From an optimization exercise on the open Yosys and OpenROAD flow, aimed at small area; shortcuts taken in it are not production practice.
Only the layout flow was run in this run; the RTL was not checked for function there.
Power and IR drop assume default switching activity.

==> flow/run.sh <==
#!/bin/bash
# synth_recipe.tcl (not shown) runs the flow's synth.tcl, then flattens the netlist and writes it again
# the make line also repeats each setting of config.mk as NAME=value (left out here)
make -C /OpenROAD-flow-scripts/flow DESIGN_CONFIG=/design/flow/config.mk WORK_HOME=/design/flow/orfs CLKGATE_MAP_FILE= SYNTH_SCRIPT=/design/flow/synth_recipe.tcl finish
==> flow/config.mk <==
export PLATFORM = sky130hd
export DESIGN_NAME = uart_top
export DESIGN_NICKNAME = uart_top
export VERILOG_FILES = /design/flow/design.v
export SDC_FILE = /design/flow/constraint.sdc
export NUM_CORES = 4
export LEC_CHECK = 0
export CAP_MARGIN = 20
export CORE_MARGIN = 2
export CORE_UTILIZATION = 40
export SLEW_MARGIN = 20
==> flow/constraint.sdc <==
create_clock -name core_clock -period 10.0 [get_ports {CLK100MHZ}]
set_input_delay 2.0000 -clock core_clock [delete_from_list [all_inputs] [get_ports {CLK100MHZ}]]
set_output_delay 2.0000 -clock core_clock [all_outputs]
set_load 0.01 [all_outputs]
==> flow/design.v <==
module baud_rate_generator #(
    parameter CLK_FREQ = 100_000_000,    
    parameter BAUD_SELECTOR = 2'b00          
) (
    input  wire        clk,             
    input  wire        reset,           
    output wire        tick_16x         
);
    localparam DIV_9600   = (CLK_FREQ / (9600   * 16)) - 1;
    localparam DIV_19200  = (CLK_FREQ / (19200  * 16)) - 1;
    localparam DIV_57600  = (CLK_FREQ / (57600  * 16)) - 1;
    localparam DIV_115200 = (CLK_FREQ / (115200 * 16)) - 1;
    reg [$clog2(DIV_9600)-1:0] counter_reg;   
    reg [$clog2(DIV_9600)-1:0] divisor_reg;   
    reg [1:0]                  baud_selector_d; 
    always @(*) begin
        case (BAUD_SELECTOR)
            2'b00:  divisor_reg = DIV_9600;
            2'b01:  divisor_reg = DIV_19200;
            2'b10:  divisor_reg = DIV_57600;
            2'b11:  divisor_reg = DIV_115200;
            default: divisor_reg = DIV_9600;  
        endcase
    end
    always @(posedge clk or posedge reset) begin
        if (reset) begin
            counter_reg     <= 0;
            baud_selector_d <= 2'b0;
        end else begin
            if (BAUD_SELECTOR != baud_selector_d) begin
                baud_selector_d <= BAUD_SELECTOR;
                counter_reg     <= 0; 
            end
            else if (counter_reg == divisor_reg) begin
                counter_reg <= 0;
            end else begin
                counter_reg <= counter_reg + 1;
            end
        end
    end
    assign tick_16x = (counter_reg == divisor_reg);
endmodule
module register #(
    parameter WIDTH = 8  
) (
    input wire clk,
    input wire reset, 
    input wire load_en,
    input wire [WIDTH-1:0] data_in, 
    output reg [WIDTH-1:0] data_out 
);
always @(posedge clk or posedge reset) begin
    if (reset) data_out <= {WIDTH{1'b0}};       
    else if (load_en)  data_out <= data_in;     
end
endmodule
module uart_rx #(
) (
    input  wire                   clk,
    input  wire                   reset,
    input  wire                   serial_in,
    input  wire                   tick_16x,
    output reg                    data_ready_pulse,
    output wire                   error_frame,
    output wire [7:0]   data_out
);
    reg serial_in_r1, serial_in_r2;
    always @(posedge clk or posedge reset) begin
        if (reset) begin
            serial_in_r1 <= 1'b1;
            serial_in_r2 <= 1'b1;
        end else begin
            serial_in_r1 <= serial_in;
            serial_in_r2 <= serial_in_r1;
        end
    end
    wire falling_edge = ~serial_in_r1 & serial_in_r2;
    localparam [2:0] S_IDLE      = 3'd0;  
    localparam [2:0] S_START_BIT = 3'd1;  
    localparam [2:0] S_DATA_BITS = 3'd2;  
    localparam [2:0] S_STOP_BIT  = 3'd3;  
    localparam [2:0] S_DONE      = 3'd4;  
    reg [2:0]                   state_reg, next_state;
    reg [7:0]                   bit_index_reg, next_bit_index;
    reg [3:0]                   tick_count_reg, next_tick_count;
    reg [7:0]                   data_buffer_reg, next_data_buffer;
    reg [7:0]                   data_out_reg, next_data_out;
    reg                         error_frame_reg, next_error_frame;
    always @(posedge clk or posedge reset) begin
        if (reset) begin
            state_reg       <= S_IDLE;
            bit_index_reg   <= 0;
            tick_count_reg  <= 0;
            data_buffer_reg <= 0;
            data_out_reg    <= 0;
            error_frame_reg <= 1'b0;
        end else begin
            state_reg       <= next_state;
            bit_index_reg   <= next_bit_index;
            tick_count_reg  <= next_tick_count;
            data_buffer_reg <= next_data_buffer;
            data_out_reg    <= next_data_out;
            error_frame_reg <= next_error_frame;
        end
    end
    always @(*) begin
        next_state       = state_reg;
        next_bit_index   = bit_index_reg;
        next_tick_count  = tick_count_reg;
        next_data_buffer = data_buffer_reg;
        next_data_out    = data_out_reg;
        next_error_frame = error_frame_reg;
        data_ready_pulse        = 1'b0;  
        case (state_reg)
            S_IDLE: begin
                if (falling_edge) begin
                    next_state       = S_START_BIT;
                    next_tick_count  = 0;
                    next_error_frame = 1'b0;  
                end
            end
            S_START_BIT: begin
                if (tick_16x) begin
                    if (tick_count_reg == 7) begin  
                        next_tick_count = 0;
                        if (serial_in_r2 == 1'b0) begin  
                            next_state      = S_DATA_BITS;
                            next_tick_count = 0;
                            next_bit_index  = 0;
                        end else begin  
                            next_state = S_IDLE;
                        end
                    end else begin
                        next_tick_count = tick_count_reg + 1;
                    end
                end
            end
            S_DATA_BITS: begin
                if (tick_16x) begin
                    if (tick_count_reg == 15) begin  
                        next_tick_count  = 0;
                        next_data_buffer = {serial_in_r2, data_buffer_reg[7:1]};
                        if (bit_index_reg == 7) begin  
                            next_state = S_STOP_BIT;
                        end else begin
                            next_bit_index = bit_index_reg + 1;
                        end
                    end else begin
                        next_tick_count = tick_count_reg + 1;
                    end
                end
            end
            S_STOP_BIT: begin
                if (tick_16x) begin
                    if (tick_count_reg == 15) begin  
                        if (serial_in_r2 == 1'b1) begin  
                            next_data_out = data_buffer_reg;  
                            next_error_frame = 1'b0;
                        end else begin
                            next_error_frame = 1'b1;         
                        end
                        next_state = S_DONE;  
                    end else begin
                        next_tick_count = tick_count_reg + 1;
                    end
                end
            end
            S_DONE: begin
                data_ready_pulse  = 1'b1;  
                next_state = S_IDLE;  
            end
            default: begin
                next_state = S_IDLE;
            end
        endcase
    end
    assign data_out    = data_out_reg;
    assign error_frame = error_frame_reg;
endmodule
module uart_tx (
    input  wire        clk,             
    input  wire        reset,           
    input  wire        tick_16x,        
    input  wire [7:0]  data_in,         
    input  wire        start,           
    output reg         serial_out,      
    output wire        busy             
);
    localparam S_IDLE      = 2'd0;  
    localparam S_START_BIT = 2'd1;  
    localparam S_DATA_BITS = 2'd2;  
    localparam S_STOP_BIT  = 2'd3;  
    reg [1:0] state_reg;
    reg [3:0] tick_counter_reg; 
    reg [2:0] bit_index_reg;    
    reg [7:0] data_buffer_reg;  
    always @(posedge clk or posedge reset) begin
        if (reset) begin
            state_reg        <= S_IDLE;
            tick_counter_reg <= 4'd0;
            bit_index_reg    <= 3'd0;
            serial_out       <= 1'b1;  
        end else begin
            case (state_reg)
                S_IDLE: begin 
                    serial_out <= 1'b1;
                    if (start) begin
                        data_buffer_reg  <= data_in;  
                        tick_counter_reg <= 4'd0;
                        serial_out       <= 1'b0;   
                        state_reg        <= S_START_BIT;
                    end
                end
                S_START_BIT: begin
                    if (tick_16x) begin
                        if (tick_counter_reg == 15) begin  
                            tick_counter_reg <= 4'd0;
                            bit_index_reg    <= 3'd0;
                            serial_out       <= data_buffer_reg[0];  
                            state_reg        <= S_DATA_BITS;
                        end else begin
                            tick_counter_reg <= tick_counter_reg + 1;
                        end
                    end
                end
                S_DATA_BITS: begin
                    if (tick_16x) begin
                        if (tick_counter_reg == 15) begin  
                            tick_counter_reg <= 4'd0;
                            if (bit_index_reg == 7) begin  
                                serial_out <= 1'b1; 
                                state_reg  <= S_STOP_BIT;
                            end else begin  
                                bit_index_reg <= bit_index_reg + 1;
                                serial_out    <= data_buffer_reg[bit_index_reg + 1];
                            end
                        end else begin
                            tick_counter_reg <= tick_counter_reg + 1;
                        end
                    end
                end
                S_STOP_BIT: begin
                    if (tick_16x) begin
                        if (tick_counter_reg == 15) begin
                            state_reg <= S_IDLE;
                        end else begin
                            tick_counter_reg <= tick_counter_reg + 1;
                        end
                    end
                end
                default: begin
                    state_reg <= S_IDLE;
                end
            endcase
        end
    end
    assign busy = (state_reg != S_IDLE);  
endmodule
module rx_controller (
    input  wire        clk,
    input  wire        reset,
    input  wire        data_ready_pulse,  
    input  wire [7:0]  data_in,           
    output wire [21:0] alu_data_out,        
    output wire        reg_load_pulse,      
    output wire [2:0]  current_ctrl_state,      
    output wire        display_cmd_pulse    
);
    localparam CMD_CONFIG  = 8'hCD;
    localparam CMD_DISPLAY = 8'hD1;
    localparam [2:0] S_IDLE    = 3'd0;
    localparam [2:0] S_WAIT_A  = 3'd1;
    localparam [2:0] S_WAIT_B  = 3'd2;
    localparam [2:0] S_WAIT_OP = 3'd3;
    localparam [2:0] S_DONE    = 3'd4; 
    reg [2:0] state_reg, next_state;
    reg [7:0] op_a_reg;
    reg [7:0] op_b_reg;
    reg [7:0] op_code_reg;
    reg [21:0] alu_data_out_reg;
    reg display_cmd_pulse_comb;
    always @(posedge clk or posedge reset) begin
        if (reset) begin
            state_reg        <= S_IDLE;
            op_a_reg         <= 8'd0;
            op_b_reg         <= 8'd0;
            op_code_reg      <= 8'd0;
            alu_data_out_reg <= 22'd0;
        end else begin
            state_reg <= next_state;
            if (data_ready_pulse) begin
                case (state_reg)
                    S_WAIT_A:  op_a_reg    <= data_in;
                    S_WAIT_B:  op_b_reg    <= data_in;
                    S_WAIT_OP: op_code_reg <= data_in; 
                endcase
            end
            if (next_state == S_DONE) begin
                 alu_data_out_reg <= {data_in[5:0], op_b_reg, op_a_reg};
            end
        end
    end
    always @(*) begin
        next_state             = state_reg;
        display_cmd_pulse_comb = 1'b0;
        case (state_reg)
            S_IDLE: begin
                if (data_ready_pulse) begin
                    if (data_in == CMD_CONFIG) begin
                        next_state = S_WAIT_A;
                    end 
                    else if (data_in == CMD_DISPLAY) begin
                        display_cmd_pulse_comb = 1'b1;
                        next_state = S_IDLE;  
                    end
                end
            end
            S_WAIT_A: begin
                if (data_ready_pulse) next_state = S_WAIT_B;
            end
            S_WAIT_B: begin
                if (data_ready_pulse) next_state = S_WAIT_OP;
            end
            S_WAIT_OP: begin
                if (data_ready_pulse) next_state = S_DONE;
            end
            S_DONE: begin
                next_state = S_IDLE;
            end
            default: begin
                next_state = S_IDLE;
            end
        endcase
    end
    assign alu_data_out      = alu_data_out_reg;
    assign reg_load_pulse    = (state_reg == S_DONE);
    assign display_cmd_pulse = display_cmd_pulse_comb;
    assign current_ctrl_state = state_reg;
endmodule
module tx_controller (
    input  wire        clk,
    input  wire        reset,
    input  wire        display_cmd_pulse,    
    input  wire [7:0]  alu_result,
    input  wire        alu_zero_flag,
    input  wire        alu_overflow_flag,
    input  wire        tx_busy,              
    output wire [7:0]  tx_data_out,        
    output wire        tx_start_pulse,        
    output wire [2:0]  tx_current_state
);
    localparam [2:0] S_IDLE              = 3'd0;  
    localparam [2:0] S_CAPTURE_DATA      = 3'd1;  
    localparam [2:0] S_SEND_RESULT       = 3'd2;  
    localparam [2:0] S_WAIT_RESULT_SENT  = 3'd3;  
    localparam [2:0] S_SEND_FLAGS        = 3'd4;  
    localparam [2:0] S_WAIT_FLAGS_SENT   = 3'd5;  
    reg [2:0] state_reg, next_state;
    reg [7:0] result_reg;
    reg [7:0] flags_reg;
    always @(posedge clk or posedge reset) begin
        if (reset) begin
            state_reg  <= S_IDLE;
            result_reg <= 8'd0;
            flags_reg  <= 8'd0;
        end else begin
            state_reg <= next_state;
            if (next_state == S_CAPTURE_DATA) begin
                result_reg <= alu_result;
                flags_reg  <= {6'b0, alu_overflow_flag, alu_zero_flag};
            end
        end
    end
    always @(*) begin
        next_state = state_reg;
        case (state_reg)
            S_IDLE: begin
                if (display_cmd_pulse && !tx_busy) begin
                    next_state = S_CAPTURE_DATA;
                end
            end
            S_CAPTURE_DATA: begin
                next_state = S_SEND_RESULT;
            end
            S_SEND_RESULT: begin
                next_state = S_WAIT_RESULT_SENT;
            end
            S_WAIT_RESULT_SENT: begin
                if (!tx_busy) begin
                    next_state = S_SEND_FLAGS;
                end
            end
            S_SEND_FLAGS: begin
                next_state = S_WAIT_FLAGS_SENT;
            end
            S_WAIT_FLAGS_SENT: begin
                if (!tx_busy) begin
                    next_state = S_IDLE;
                end
            end
            default: begin
                next_state = S_IDLE;
            end
        endcase
    end
    assign tx_start_pulse = (state_reg == S_SEND_RESULT) || (state_reg == S_SEND_FLAGS);
    assign tx_data_out = (state_reg == S_SEND_RESULT) ? result_reg : flags_reg;
    assign tx_current_state = state_reg;
endmodule
module simple_alu #(
    parameter DATA_WIDTH = 8
) (
    input  wire [DATA_WIDTH-1:0] A,
    input  wire [DATA_WIDTH-1:0] B,
    input  wire [5:0] Op,
    output reg signed [DATA_WIDTH-1:0] Result, 
    output reg Overflow,
    output reg Zero
);
localparam OP_ADD = 6'b100000;
localparam OP_SUB = 6'b100010;
localparam OP_AND = 6'b100100;
localparam OP_OR  = 6'b100101;
localparam OP_XOR = 6'b100110;
localparam OP_SRA = 6'b000011;
localparam OP_SRL = 6'b000010;
localparam OP_NOR = 6'b100111;
reg [DATA_WIDTH:0] sum_result;
wire a_sign, b_sign, res_sign;      
assign a_sign = A[DATA_WIDTH-1];
assign b_sign = B[DATA_WIDTH-1];
assign res_sign = Result[DATA_WIDTH-1];
always @(*) begin
    Result = {DATA_WIDTH{1'b0}};   
    Overflow = 1'b0;
    Zero = 1'b0;
    case (Op)
        OP_ADD: begin
            sum_result = {1'b0, A} + {1'b0, B};
            Result = sum_result[DATA_WIDTH-1:0];
            Overflow = (a_sign == 1'b0 && b_sign == 1'b0 && res_sign == 1'b1) || 
                       (a_sign == 1'b1 && b_sign == 1'b1 && res_sign == 1'b0);
        end
        OP_SUB: begin
            sum_result = {1'b0, A} - {1'b0, B};
            Result = sum_result[DATA_WIDTH-1:0];
            Overflow = (a_sign == 1'b0 && b_sign == 1'b1 && res_sign == 1'b1) || 
                       (a_sign == 1'b1 && b_sign == 1'b0 && res_sign == 1'b0);
        end
        OP_AND: Result = A & B;
        OP_OR:  Result = A | B;
        OP_XOR: Result = A ^ B;
        OP_NOR: Result = ~(A | B);
        OP_SRL: Result = A >> 1;  
        OP_SRA: Result = $signed(A) >>> 1;  
        default: Result = {DATA_WIDTH{1'b0}};  
    endcase
    if (Result == {DATA_WIDTH{1'b0}}) Zero = 1'b1;
    else Zero = 1'b0;
end
endmodule
module uart_controller #(
    parameter BAUD_SELECTOR = 2'b00
)
 (
    input  wire        clk,
    input  wire        reset,
    input  wire        serial_in,
    output wire        serial_out,
    input  wire [7:0]  alu_result,
    input  wire        alu_zero_flag,
    input  wire        alu_overflow_flag,
    output wire [21:0] alu_data_out,
    output wire        reg_load_pulse,
    output wire [2:0]  rx_current_state,
    output wire [2:0]  tx_current_state
);
    wire tick_16x;
    wire       rx_data_ready_pulse;
    wire [7:0] rx_data_out;
    wire       rx_error_frame;
    wire       tx_start_pulse;
    wire [7:0] tx_data_out;
    wire       tx_busy;
    wire display_cmd_pulse;
    baud_rate_generator #(
        .CLK_FREQ(1_843_200),   
        .BAUD_SELECTOR(BAUD_SELECTOR)
    ) i_baud_gen (
        .clk(clk),
        .reset(reset),
        .tick_16x(tick_16x)
    );
    uart_rx i_uart_rx (
        .clk(clk),
        .reset(reset),
        .serial_in(serial_in),
        .tick_16x(tick_16x),
        .data_ready_pulse(rx_data_ready_pulse),
        .error_frame(rx_error_frame),
        .data_out(rx_data_out)
    );
    rx_controller i_rx_controller (
        .clk(clk),
        .reset(reset),
        .data_ready_pulse(rx_data_ready_pulse),
        .data_in(rx_data_out),
        .alu_data_out(alu_data_out),
        .reg_load_pulse(reg_load_pulse),
        .display_cmd_pulse(display_cmd_pulse),
        .current_ctrl_state(rx_current_state)
    );
    tx_controller i_tx_controller (
        .clk(clk),
        .reset(reset),
        .display_cmd_pulse(display_cmd_pulse),
        .alu_result(alu_result),
        .alu_zero_flag(alu_zero_flag),
        .alu_overflow_flag(alu_overflow_flag),
        .tx_busy(tx_busy),
        .tx_data_out(tx_data_out),
        .tx_start_pulse(tx_start_pulse),
        .tx_current_state(tx_current_state)
    );
    uart_tx i_uart_tx (
        .clk(clk),
        .reset(reset),
        .tick_16x(tick_16x),
        .data_in(tx_data_out),
        .start(tx_start_pulse),
        .serial_out(serial_out),
        .busy(tx_busy)
    );
endmodule
module uart_top (
    input  wire        CLK100MHZ,      
    input  wire        RST,     
    input  wire        RX_IN,          
    output wire        TX_OUT,         
    output wire [7:0]  LED             
);
wire [21:0] reg_alu_data_in;
wire        reg_alu_load_pulse;
wire [21:0] alu_config_bus;
wire [7:0] alu_in_a;
wire [7:0] alu_in_b;
wire [5:0] alu_in_op;
wire [7:0] alu_result_out;
wire       alu_zero_out;
wire       alu_overflow_out;
wire [2:0] rx_current_state;
wire [2:0] tx_current_state;
assign alu_in_op = alu_config_bus[21:16];
assign alu_in_b  = alu_config_bus[15:8];
assign alu_in_a  = alu_config_bus[7:0];
uart_controller #(
    .BAUD_SELECTOR(2'b00)
)i_uart_ctrl 
(
    .clk(CLK100MHZ),
    .reset(RST),
    .serial_in(RX_IN),
    .serial_out(TX_OUT),
    .alu_result(alu_result_out),
    .alu_zero_flag(alu_zero_out),
    .alu_overflow_flag(alu_overflow_out),
    .alu_data_out(reg_alu_data_in),
    .reg_load_pulse(reg_alu_load_pulse),
    .rx_current_state(rx_current_state),
    .tx_current_state(tx_current_state)
);
register #(
    .WIDTH(22)
) i_alu_register (
    .clk(CLK100MHZ),
    .reset(RST),
    .load_en(reg_alu_load_pulse),
    .data_in(reg_alu_data_in),
    .data_out(alu_config_bus)
);
simple_alu #(
    .DATA_WIDTH(8)
) i_simple_alu (
    .A(alu_in_a),
    .B(alu_in_b),
    .Op(alu_in_op),
    .Result(alu_result_out),
    .Overflow(alu_overflow_out),
    .Zero(alu_zero_out)
);
assign LED[2:0] = rx_current_state;
assign LED[3]   = 1'b1;
assign LED[6:4] = tx_current_state;
assign LED[7]   = 1'b1;
endmodule
==> impl_results.md <==
* Multi-input gate area at between 0.003 and 0.004 mm²
* Initial antenna violation count at 0
* Ys Warns at 7
* Largest family of logic cells by synthesized area: simple AND/OR/NAND/NOR gates
* Synth Register Bits at ~130
* Worst slew pin tran at between 1000 and 1500 ps
* Outcome: no timing/DRC/antenna violations
* Crit path arrival time at roughly 4300 ps
* Endpoints failing setup at 0
* DRC marker count from the first detailed-route iteration at 236
* Syn Area/Cell at between 10 and 15 µm²
* Async set or reset register ratio after synthesis at 0.939
* Port buffer count at 9
* CP startpoint kind: register
* Worst Setup End Kind: register
* Core box area at 0.0166 mm²
* Cell Area, Placed at 0.00711 mm²
* Max clock buf depth at 2
* PD cells at between 150 and 200 mW/mm²
* TritonCTS Buffers at 17
* Post-synth cell types at 74
* Synthesized-area fraction occupied by adder cells at 0.0708
* Top_reg_cell synth: dfrtp_1
* Die Height at roughly 130 µm
* CTS tree: yes
* Share of layout cells above drive strength 1 at 0.203
* Reg clk slew, reported paths at 60 ps
* Drt pass-1 iters at 4
* Final RePlAce weighted congestion at between 0.8 and 0.9
* Final TNS setup at 0 ps
* Clock root cell: clkbuf_16
* Die Span X at about 130 µm
* Fmax at 0.251 GHz
* Slew margin rel. at 0.289
* Layout Skew at roughly 6 ps
* Worst setup path start: i_alu_register.data_out[19]
* Pre-CTS setup slack at roughly 6000 ps
* Boundary Pins at 12
* HP Start: i_uart_ctrl.i_uart_rx.serial_in_r1
* Synthesized instance count at 610
* H-tree depth at 4
* Hpwl dp at around 9500 µm
* Synth Area in XOR/XNOR at 0.0268
* Fill count at between 1000 and 1500
* Final worst setup slack at between 6000 and 7000 ps
* Largest net degree at the start of global routing at 84
* Clock Sink Count at about 130
* Reg2reg start: i_alu_register.data_out[19]
* Global router's overall resource usage at 0.164
* Vias in the first global route at about 4700
* Critical path type: reg2reg
* Grt total ovfl at 0
* Die Area at around 0.018 mm²
* Final instance area at between 0.007 and 0.008 mm²
* Post-CTS resize count at 0
* Antenna viol nets, final at 0
* Worst VDD drop at 0.000125 V
* Post-CTS Setup Inserts at 0
* Final net count at 660
* Sequential-to-total area share from yosys stat at 0.487
* Routed len/inst at 15.7 µm
* Post-Route WL at approximately 13000 µm
* Fin crit share at 0.398
* Worst Path Required at about 10000 ps
* Final hold vios at 0
* Initial core utilization at 0.410
* Hold buffer count at CTS at 0
* Drt drc at 0
* Vias per cell at between 5 and 6
* Most common cell after layout, fill and taps aside: dfrtp_1
* Min cycle time layout at 3980 ps
* Unrepaired setup endpoints after global routing: false
* Hold/Removal Path Class: reg2reg
* Mux share of post-synthesis cell area at 0.136
* FF+latch area at between 0.003 and 0.004 mm²
* Global-route wire length before repair at between 20000 and 25000 µm
* Via count at between 4000 and 5000
* Most frequent cells in the layout: 120 x dfrtp_1, 72 x mux2_2, 57 x nand2_1
* Synth Area in Compound Gates at 0.108
* Synthesized area at ~0.0068 mm²
* Synth Area in Simple Gates at 0.141
* Worst skew pair latency at between 400 and 500 ps
* Synth-to-layout area growth at 14.4%
* EDFF count, synth at 8
* Maxcap violations at 0
* Core Rows at 47
* Diode count at 0
* LEAKAGE at ~3.6 nW
* Final Max Tran Viols at 0
* Crit Path Max Fanout at 7
[worst max-delay path, stage by stage, from the launching register on]
cell,delay (ps)
dfrtp_1,440
or4b_1,760
nor2_8,210
mux2_2,390
fa_1,500
or2_2,100
a21oi_1,50
a2111oi_0,750
nand2_1,130
nor4_1,240
o2111a_1,230
a22o_1,120
[cells by family after synthesis]
group           Yosys count
compound gates          112
buf+inv                  48
flops                   131
other cells               1
mux                      81
simple gates            179
xor+xnor                 20
fa+ha+maj                38
[metal layers]
metal | routed length, µm | GRT usage | vias up
met1 | 6170 | 0.211 | 2311
met4 | 267 | 0.0637 | 0
met3 | 431 | 0.0462 | 21
met2 | 6550 | 0.264 | 67
li1 | - | - | 2219
met5 | 0 | 0 | -
[cell type report]
| cell class | instances | share of cell area |
|---|---|---|
| Clock inverter | 13 | 0.0292 |
| Tap cell | 220 | 0.0353 |
| Sequential cell | 131 | 0.426 |
| Timing Repair Buffer | 11 | 0.0140 |
| Multi-Input combinational cell | 432 | 0.424 |
| Inverter | 26 | 0.0132 |
| Clock buffer | 19 | 0.0581 |
[path summary, 6_finish.rpt]
path	slack [ps]	endpoint	cells past startpoint
max in group asynchronous	6880	i_uart_ctrl.i_rx_controller.op_a_reg[2]	3
worst max register to register	6020	i_uart_ctrl.i_tx_controller.flags_reg[0]	11
worst min-delay path	370	i_uart_ctrl.i_uart_rx.serial_in_r2	0
worst min register to register	370	i_uart_ctrl.i_uart_rx.serial_in_r2	0
min in group asynchronous	2030	i_uart_ctrl.i_tx_controller.result_reg[4]	2
worst max-delay path	6020	i_uart_ctrl.i_tx_controller.flags_reg[0]	11
[stage by stage]
| stage | total power, mW | cells | utilization | hold WS, ps |
|---|---|---|---|---|
| after detailed placement | 0.658 | 820 | 0.427 | 359 |
| after global routing | 1.42 | 852 | 0.469 | 376 |
| final | 1.36 | 852 | 0.469 | 367 |
| after floorplan | 0.645 | 611 | - | 351 |
| after CTS | 1.37 | 852 | 0.468 | 367 |
| after global placement | 0.655 | 820 | 0.427 | 357 |
[power by group]
group          internal [mW]  leakage [nW]  switching (mW)
sequential             0.549          1.79          0.0207
clock                  0.480         0.329           0.230
combinational         0.0344          1.45          0.0436
[Yosys cell counts, types with 3 or more instances]
cell type  instances  share of area
a211oi_1           3         0.0033
a21o_1             3         0.0033
a21oi_1           15          0.011
a22o_1             5         0.0064
a31oi_1            3         0.0028
and2_1             9         0.0083
and3_1             9         0.0083
buf_4              3         0.0033
clkbuf_1          16         0.0088
dfrtp_1          120           0.44
dfstp_2            3          0.012
edfxtp_1           8          0.035
ha_1              37          0.068
inv_1             25          0.014
mux2_2            72           0.12
mux2i_1            7          0.010
nand2_1           57          0.031
nand2b_1          10         0.0092
nand3_1           10         0.0073
nand3b_1           6         0.0066
nor2_1            32          0.018
nor2b_1            5         0.0046
nor3_1            10         0.0073
nor3b_1            3         0.0033
nor4_1             4         0.0037
o21a_1             6         0.0066
o21ai_0           44          0.032
o31ai_1            5         0.0055
or3_1              3         0.0028
xnor2_1           16          0.021
xor2_1             3         0.0039

-- what the ideal ports hide --
The flow's constraints put no driver on any port. The routed layout listed below was extracted and timed again, unchanged, in two steps.
Step 1 (the two cells are an assumption about what drives the block):
set clk [get_ports {CLK100MHZ}]
set_driving_cell -lib_cell sky130_fd_sc_hd__clkbuf_16 $clk
set_driving_cell -lib_cell sky130_fd_sc_hd__buf_2 [delete_from_list [all_inputs] $clk]
Step 2, shift: input delay + t, output delay - t, t = (earliest + latest rising clock arrival at the registers) / 2. This alone moves slack from input paths to output paths.
a / b / c = no drivers / after step 1 / after step 2; a / b = the first two.
t, ns: 0.457
setup slack, ns: 6.015 / 6.015 / 6.015
worst setup path at the end: register to register
clock arrival spread, ns: 0.006 / 0.007
worst data-port slew with drivers (ns): 0.04
After both steps setup and hold are still met in this run. For this run, drivers alone change the setup slack by 0.000 ns; drivers and shift together by 0.000 ns.
